From an optimization exercise on the open Yosys and OpenROAD flow, aimed at small area; shortcuts taken in it are not production practice. Function was checked by simulation only, so behaviour that the tests miss may differ from the original. The clock port is modelled as an ideal driver, which makes a skipped or thinned clock tree look cheaper than it is; a real chip needs a root buffer or a tree. Power is estimated from default activity; no workload was simulated.

== onyx ==
## MOTOR
module MOTOR (
    input  [31:0] PADDR,
    input         PCLK,
    input         PENABLE,
    input         PRESERN,
    input         PSEL,
    input  [31:0] PWDATA,
    input         PWRITE,
    output [1:0]  HBRIDGE_CMD,
    output [31:0] PRDATA,
    output        PREADY,
    output        PSLVERR,
    output        PWM_OUT
);
For scale: about 450 cells after synthesis, roughly 98 flip-flops, roughly 110 I/O pins, roughly 0.0039 mm² of cells after synthesis.
clock: 8.0 ns
lec_check: 0
cap_margin: 20
core_margin: 2
core_utilization: 60
slew_margin: 20
standard.sh (not shown) runs the stock make flow with config.mk's settings and CLKGATE_MAP_FILE= SYNTH_SCRIPT=/design/flow/synth_recipe.tcl, a recipe that flattens the netlist after the stock synthesis.
==> flow/flow/run.sh <==
#!/bin/bash
# Own layout flow: the standard layout (standard.sh) with
#  - synthesis whose abc step maps for area (flow/synth.tcl, flow/area.abc),
#    and without the adder mapping step;
#  - port buffers of the smallest buffer cell;
#  - a clock tree of four clock buffers fed by the clock port, each driving
#    the flip-flops nearest to it (flow/clock.tcl, run by ORFS's cts step).
# Each step's full output goes to a log file in the work folder.
set -euo pipefail
W=$PWD
VARS=(
  "SYNTH_SCRIPT=$W/flow/synth.tcl"
  "ADDER_MAP_FILE="
  "BUFFER_PORTS_ARGS=-buffer_cell sky130_fd_sc_hd__buf_1"
  "PRE_CTS_TCL=$W/flow/clock.tcl"
)
bash standard.sh "${VARS[@]}" synth > $W/synth.log 2>&1
bash standard.sh "${VARS[@]}" finish > $W/layout.log 2>&1
==> flow/flow/clock.tcl <==
# Clock distribution without a clock tree synthesis run: the flip-flops are
# split into groups by place (k-means on their locations), and each group's
# clock pins are driven by one clock buffer placed at the group's centroid.
# The clock port feeds only these buffers.
proc my_clock_buffers { master_name ngroups } {
  set db [ord::get_db]
  set block [ord::get_db_block]
  set master [$db findMaster $master_name]
  set port_net [$block findNet PCLK]
  $port_net setSigType CLOCK
  set pins {}
  foreach it [$port_net getITerms] {
    set box [[$it getInst] getBBox]
    lappend pins [list $it [expr {([$box xMin] + [$box xMax]) / 2.0}] [expr {([$box yMin] + [$box yMax]) / 2.0}]]
  }
  set pins [lsort -real -index 1 $pins]
  set n [llength $pins]
  # start from groups of the pins sorted by x
  set cx {}; set cy {}
  for {set g 0} {$g < $ngroups} {incr g} {
    set p [lindex $pins [expr {int(($g + 0.5) * $n / $ngroups)}]]
    lappend cx [lindex $p 1]; lappend cy [lindex $p 2]
  }
  for {set iter 0} {$iter < 50} {incr iter} {
    set sx [lrepeat $ngroups 0.0]; set sy [lrepeat $ngroups 0.0]; set cnt [lrepeat $ngroups 0]
    set assign {}
    foreach p $pins {
      set best 0; set bd 1e30
      for {set g 0} {$g < $ngroups} {incr g} {
        set d [expr {abs([lindex $p 1] - [lindex $cx $g]) + abs([lindex $p 2] - [lindex $cy $g])}]
        if {$d < $bd} { set bd $d; set best $g }
      }
      lappend assign $best
      lset sx $best [expr {[lindex $sx $best] + [lindex $p 1]}]
      lset sy $best [expr {[lindex $sy $best] + [lindex $p 2]}]
      lset cnt $best [expr {[lindex $cnt $best] + 1}]
    }
    for {set g 0} {$g < $ngroups} {incr g} {
      if {[lindex $cnt $g] > 0} {
        lset cx $g [expr {[lindex $sx $g] / [lindex $cnt $g]}]
        lset cy $g [expr {[lindex $sy $g] / [lindex $cnt $g]}]
      }
    }
  }
  for {set g 0} {$g < $ngroups} {incr g} {
    if {[lindex $cnt $g] == 0} { continue }
    set net [odb::dbNet_create $block clknet_${g}_PCLK]
    $net setSigType CLOCK
    set inst [odb::dbInst_create $block $master clkbuf_${g}_PCLK]
    [$inst findITerm A] connect $port_net
    [$inst findITerm X] connect $net
    $inst setLocation [expr {int([lindex $cx $g])}] [expr {int([lindex $cy $g])}]
    $inst setPlacementStatus PLACED
    set k 0
    foreach p $pins a $assign {
      if {$a == $g} { set it [lindex $p 0]; $it disconnect; $it connect $net; incr k }
    }
    puts "clock buffer clkbuf_${g}_PCLK ($master_name) drives $k flip-flops"
  }
}

# cts.tcl sources this file (PRE_CTS_TCL) just before it builds the clock
# tree; the tree is built here instead: four clock buffers, each driving the
# clock pins of the flip-flops nearest to it.
proc clock_tree_synthesis { args } {
  my_clock_buffers sky130_fd_sc_hd__clkbuf_16 4
}
Other scripts of this flow, unchanged in this note and not shown: flow/flow/area.abc, flow/flow/synth.tcl
onyx ended with every stage complete and zero timing, DRC or antenna violations.
Inputs modified between onyx and indigo:
- swapping 20 for 0 in SLEW_MARGIN
- swapping 20 for 0 in CAP_MARGIN
- swapping 60 for 75 in CORE_UTILIZATION
--- a/flow/flow/run.sh
+++ b/flow/flow/run.sh
@@ -5,3 +5,3 @@
 #  - port buffers of the smallest buffer cell;
-#  - a clock tree of four clock buffers fed by the clock port, each driving
+#  - a clock tree of four buffers fed by the clock port, each driving
 #    the flip-flops nearest to it (flow/clock.tcl, run by ORFS's cts step).
--- a/flow/flow/clock.tcl
+++ b/flow/flow/clock.tcl
@@ -62,6 +62,6 @@
 # cts.tcl sources this file (PRE_CTS_TCL) just before it builds the clock
-# tree; the tree is built here instead: four clock buffers, each driving the
+# tree; the tree is built here instead: four buffers, each driving the
 # clock pins of the flip-flops nearest to it.
 proc clock_tree_synthesis { args } {
-  my_clock_buffers sky130_fd_sc_hd__clkbuf_16 4
+  my_clock_buffers sky130_fd_sc_hd__buf_12 4
 }
==> comparison <==
Measured against indigo, the maximum frequency of onyx comes out at 1.06 times the reference value.
Chip width (lower): indigo
Diff indigo..onyx | hold slack | negligible
Re net total in the final layout: indigo is 2 down on onyx.
Power delta (indigo − onyx): favourable
Measured against each other, onyx and indigo differ in final worst setup slack, the lower figure coming from indigo.
What onyx reported for wire length has to be multiplied by 1.06 to get the figure for indigo.
In every run of this note, the design's own scripts or RTL, not TritonCTS, make the clock network.

========
Setup of juniper:
The RTL this note starts from:
==> flow/design.v <==
`timescale 1ns / 100ps
module HBRIDGE (
    input        PCLK,
    input        WR,
    input        HOLD,
    input  [1:0] WDATA,
    output reg [1:0] HBRIDGE_CMD
);
always @(posedge PCLK)
    HBRIDGE_CMD <= ({2{WR}} & WDATA) | ({2{HOLD}} & HBRIDGE_CMD);
endmodule
`timescale 1ns / 100ps
module PWM #(
    parameter [31:0] DEFAULT_PERIOD_CC = 32'd5000,
    parameter [31:0] DEFAULT_PULSE_WIDTH_CC = 32'd2500
)
(
    input         PCLK,
    input         PRESERN,
    input         WR_PERIOD,     
    input         HOLD_PERIOD,   
    input         WR_WIDTH,
    input         HOLD_WIDTH,
    input  [31:0] PWDATA,
    output [31:0] PERIOD,
    output [31:0] WIDTH,
    output        PWM_OUT
);
localparam [31:0] PX = 32'hFFFFFFFF;
localparam [31:0] WX = 32'hFFFFFFFF;
localparam [31:0] CX = 32'h00000000;
reg [31:0] P_S, W_S, C_S;
assign PERIOD = P_S ^ PX;
assign WIDTH  = W_S ^ WX;
wire [31:0] COUNT = C_S ^ CX;
always @(posedge PCLK) begin
    P_S <= (({32{WR_PERIOD}} & PWDATA) | ({32{HOLD_PERIOD}} & PERIOD)
         | ({32{~WR_PERIOD & ~HOLD_PERIOD}} & DEFAULT_PERIOD_CC)) ^ PX;
    W_S <= (({32{WR_WIDTH}} & PWDATA) | ({32{HOLD_WIDTH}} & WIDTH)
         | ({32{~WR_WIDTH & ~HOLD_WIDTH}} & DEFAULT_PULSE_WIDTH_CC)) ^ WX;
end
wire CLR = ~PRESERN | (COUNT == PERIOD);
wire [32:0] K;                   
assign K[0] = 1'b1;
genvar i;
generate for (i = 0; i < 32; i = i + 1) begin : g_cnt
    assign K[i+1] = K[i] & COUNT[i];
end endgenerate
always @(posedge PCLK)
    C_S <= ({32{~CLR}} & (COUNT ^ K[31:0])) ^ CX;
wire [32:0] L;
assign L[0] = 1'b0;
generate for (i = 0; i < 32; i = i + 1) begin : g_lt
    assign L[i+1] = (COUNT[i] ^ WIDTH[i]) ? WIDTH[i] : L[i];
end endgenerate
assign PWM_OUT = L[32];
endmodule
`timescale 1ns / 100ps
module MOTOR (
    input  [31:0] PADDR,
    input         PCLK,
    input         PENABLE,
    input         PRESERN,
    input         PSEL,
    input  [31:0] PWDATA,
    input         PWRITE,
    output [1:0]  HBRIDGE_CMD,
    output [31:0] PRDATA,
    output        PREADY,
    output        PSLVERR,
    output        PWM_OUT
);
assign PREADY = 1'b1;
assign PSLVERR = 1'b0;
wire HI_ZERO = (PADDR[15:4] == 12'd0) & (PADDR[1:0] == 2'd0);
wire SEL_CMD = HI_ZERO & (PADDR[3:2] == 2'd0);
wire SEL_PER = HI_ZERO & (PADDR[3:2] == 2'd2);
wire SEL_WID = HI_ZERO & (PADDR[3:2] == 2'd3);
wire WE       = PSEL & PENABLE & PWRITE & PRESERN;
wire WR_CMD   = WE & SEL_CMD;
wire WR_PER   = WE & SEL_PER;
wire WR_WID   = WE & SEL_WID;
wire HOLD_CMD = PRESERN & ~WR_CMD;
wire HOLD_PER = PRESERN & ~WR_PER;
wire HOLD_WID = PRESERN & ~WR_WID;
wire [31:0] PERIOD, WIDTH;
HBRIDGE HBRIDGE_0 (
    .PCLK(PCLK), .WR(WR_CMD), .HOLD(HOLD_CMD), .WDATA(PWDATA[1:0]),
    .HBRIDGE_CMD(HBRIDGE_CMD));
PWM PWM_0 (
    .PCLK(PCLK), .PRESERN(PRESERN),
    .WR_PERIOD(WR_PER), .HOLD_PERIOD(HOLD_PER),
    .WR_WIDTH(WR_WID), .HOLD_WIDTH(HOLD_WID),
    .PWDATA(PWDATA),
    .PERIOD(PERIOD), .WIDTH(WIDTH),
    .PWM_OUT(PWM_OUT));
assign PRDATA = ({32{SEL_PER}} & PERIOD) | ({32{SEL_WID}} & WIDTH);
endmodule
Settings: LEC_CHECK=0, CAP_MARGIN=0, CORE_MARGIN=2, CORE_UTILIZATION=70, SLEW_MARGIN=0; clock period 8.0 ns.
==> flow/flow/run.sh <==
#!/bin/bash
# Own layout flow: the standard layout (standard.sh) with
#  - synthesis whose abc step maps for area (flow/synth.tcl, flow/area.abc),
#    and without the adder mapping step;
#  - port buffers of the smallest buffer cell;
#  - a clock tree of four buffers fed by the clock port, each driving
#    the flip-flops nearest to it (flow/clock.tcl, run by ORFS's cts step).
# Each step's full output goes to a log file in the work folder.
set -euo pipefail
W=$PWD
VARS=(
  "SYNTH_SCRIPT=$W/flow/synth.tcl"
  "ADDER_MAP_FILE="
  "BUFFER_PORTS_ARGS=-buffer_cell sky130_fd_sc_hd__buf_1"
  "PRE_CTS_TCL=$W/flow/clock.tcl"
)
bash standard.sh "${VARS[@]}" synth > $W/synth.log 2>&1
bash standard.sh "${VARS[@]}" finish > $W/layout.log 2>&1
==> flow/flow/clock.tcl <==
# Clock distribution without a clock tree synthesis run: the flip-flops are
# split into groups by place (k-means on their locations), and each group's
# clock pins are driven by one clock buffer placed at the group's centroid.
# The clock port feeds only these buffers.
proc my_clock_buffers { master_name ngroups } {
  set db [ord::get_db]
  set block [ord::get_db_block]
  set master [$db findMaster $master_name]
  set port_net [$block findNet PCLK]
  $port_net setSigType CLOCK
  set pins {}
  foreach it [$port_net getITerms] {
    set box [[$it getInst] getBBox]
    lappend pins [list $it [expr {([$box xMin] + [$box xMax]) / 2.0}] [expr {([$box yMin] + [$box yMax]) / 2.0}]]
  }
  set pins [lsort -real -index 1 $pins]
  set n [llength $pins]
  # start from groups of the pins sorted by x
  set cx {}; set cy {}
  for {set g 0} {$g < $ngroups} {incr g} {
    set p [lindex $pins [expr {int(($g + 0.5) * $n / $ngroups)}]]
    lappend cx [lindex $p 1]; lappend cy [lindex $p 2]
  }
  for {set iter 0} {$iter < 50} {incr iter} {
    set sx [lrepeat $ngroups 0.0]; set sy [lrepeat $ngroups 0.0]; set cnt [lrepeat $ngroups 0]
    set assign {}
    foreach p $pins {
      set best 0; set bd 1e30
      for {set g 0} {$g < $ngroups} {incr g} {
        set d [expr {abs([lindex $p 1] - [lindex $cx $g]) + abs([lindex $p 2] - [lindex $cy $g])}]
        if {$d < $bd} { set bd $d; set best $g }
      }
      lappend assign $best
      lset sx $best [expr {[lindex $sx $best] + [lindex $p 1]}]
      lset sy $best [expr {[lindex $sy $best] + [lindex $p 2]}]
      lset cnt $best [expr {[lindex $cnt $best] + 1}]
    }
    for {set g 0} {$g < $ngroups} {incr g} {
      if {[lindex $cnt $g] > 0} {
        lset cx $g [expr {[lindex $sx $g] / [lindex $cnt $g]}]
        lset cy $g [expr {[lindex $sy $g] / [lindex $cnt $g]}]
      }
    }
  }
  for {set g 0} {$g < $ngroups} {incr g} {
    if {[lindex $cnt $g] == 0} { continue }
    set net [odb::dbNet_create $block clknet_${g}_PCLK]
    $net setSigType CLOCK
    set inst [odb::dbInst_create $block $master clkbuf_${g}_PCLK]
    [$inst findITerm A] connect $port_net
    [$inst findITerm X] connect $net
    $inst setLocation [expr {int([lindex $cx $g])}] [expr {int([lindex $cy $g])}]
    $inst setPlacementStatus PLACED
    set k 0
    foreach p $pins a $assign {
      if {$a == $g} { set it [lindex $p 0]; $it disconnect; $it connect $net; incr k }
    }
    puts "clock buffer clkbuf_${g}_PCLK ($master_name) drives $k flip-flops"
  }
}

# cts.tcl sources this file (PRE_CTS_TCL) just before it builds the clock
# tree; the tree is built here instead: four buffers, each driving the
# clock pins of the flip-flops nearest to it.
proc clock_tree_synthesis { args } {
  my_clock_buffers sky130_fd_sc_hd__buf_12 4
}
Other scripts of this flow, unchanged in this note and not shown: flow/flow/area.abc, flow/flow/synth.tcl
Modified inputs, garnet compared to juniper
-- flow/flow/run.sh --
<<< juniper, line 6
#  - a clock tree of four buffers fed by the clock port, each driving
>>> garnet, line 6
#  - a clock tree of four clock buffers fed by the clock port, each driving
-- flow/flow/clock.tcl --
<<< juniper, line 63
# tree; the tree is built here instead: four buffers, each driving the
>>> garnet, line 63
# tree; the tree is built here instead: four clock buffers, each driving the
<<< juniper, line 66
  my_clock_buffers sky130_fd_sc_hd__buf_12 4
>>> garnet, line 66
  my_clock_buffers sky130_fd_sc_hd__clkbuf_16 4
-- flow/config.mk --
<<< juniper, line 11
>>> garnet, line 11
export GPL_TIMING_DRIVEN = 0
Findings:
Re tap cell count: no difference whatsoever between garnet and juniper.
The routed wire length in garnet sits 2.2% above the value recorded for juniper.
The minimum setup slack in the final design of garnet falls short of that of juniper by 44 ps.
On detailed placement HPWL: between garnet and juniper, it ends up higher for garnet.
In garnet the amount of wire on met2 after detailed routing turned out 3.9% higher than in juniper.
In garnet the shortest clock period the worst path allows after layout turned out 44 ps higher than in juniper.
The worst hold slack of garnet falls short of that of juniper by 15 ps.
#### Input delta (zinc over garnet)
-- flow/config.mk --
<<< garnet, line 8
export CAP_MARGIN = 0
>>> zinc, line 8
export CAP_MARGIN = 20
<<< garnet, line 10
export CORE_UTILIZATION = 70
export GPL_TIMING_DRIVEN = 0
export SLEW_MARGIN = 0
>>> zinc, line 10
export CORE_UTILIZATION = 80
export SLEW_MARGIN = 20
[summary]
Diff zinc..garnet | async set-reset flop share out of synthesis | unchanged
Taking garnet as the reference, in zinc number of top-level pins saw little to no change, cell count after synthesis saw little to no change, synthesized area saw little to no change.
garnet -> zinc: post-synthesis average cell area flat
zinc -> garnet: number of synthesized register bits delta 0, exact match
garnet: PASS, flow complete, no timing, DRC or antenna violations
zinc: it failed with a tool error in global placement, so there are no final results.
zinc against garnet: row count now sits lower; height of the chip now sits lower; initial cell density of the core now sits higher.
Compared with garnet, zinc shows a x dimension of the die that is about 6% lower.
diff inputs: zinc => violet
-- flow/flow/run.sh --
<<< zinc, line 6
#  - a clock tree of four clock buffers fed by the clock port, each driving
>>> violet, line 6
#  - a clock tree of four buffers fed by the clock port, each driving
-- flow/flow/clock.tcl --
<<< zinc, line 63
# tree; the tree is built here instead: four clock buffers, each driving the
>>> violet, line 63
# tree; the tree is built here instead: four buffers, each driving the
<<< zinc, line 66
  my_clock_buffers sky130_fd_sc_hd__clkbuf_16 4
>>> violet, line 66
  my_clock_buffers sky130_fd_sc_hd__buf_12 4
-- flow/config.mk --
<<< zinc, line 10
export CORE_UTILIZATION = 80
>>> violet, line 10
export CORE_UTILIZATION = 70
export GPL_TIMING_DRIVEN = 0
- violet did not stop at any stage, and its layout met the timing, design-rule and antenna checks.
- Delta (violet minus zinc): part of the Yosys area used for sequential elements now sits at about the same level, area after synthesis now sits at about the same level, initial core utilization now sits lower, row count now sits higher.
- When violet is measured against zinc, its die height turns out 6.5% higher.
- Diff zinc..violet | number of library cell types mapped by synthesis | unchanged
- Width of the die in violet is 6.5% higher than in zinc
- violet -> zinc: total nets after synthesis delta 0, exact match
The clock cells of juniper, garnet and violet come from the design's own scripts or RTL, not from TritonCTS.

==> port drivers added, routing unchanged <==
Ports are ideal in the flow. The routed layouts listed here were re-timed in OpenROAD. Step 1 (the two cells are an assumption about what drives the block):
set clk [get_ports {PCLK}]
set_driving_cell -lib_cell sky130_fd_sc_hd__clkbuf_16 $clk
set_driving_cell -lib_cell sky130_fd_sc_hd__buf_2 [delete_from_list [all_inputs] $clk]
Step 2 adds t to the input delays and takes it off the output delays; t is the mean of the earliest and latest rising clock arrival at the registers after step 1. Input paths then give back, and output paths get back, about the clock's delay inside the block. Slacks: ideal / step 1 / step 2; pairs: ideal / step 1.
run | shift t [ns] | setup slack, ns | latest minus earliest clock arrival (ns)
onyx | 0.233 | 2.564 / 2.486 / 2.587 | 0.026 / 0.026
indigo | 0.214 | 2.215 / 2.131 / 2.345 | 0.009 / 0.009
juniper | 0.214 | 2.392 / 2.309 / 2.523 | 0.015 / 0.014
garnet | 0.229 | 2.349 / 2.274 / 2.483 | 0.019 / 0.020
violet | 0.212 | 2.481 / 2.400 / 2.526 | 0.018 / 0.018
After both steps setup and hold are still met in every run listed.
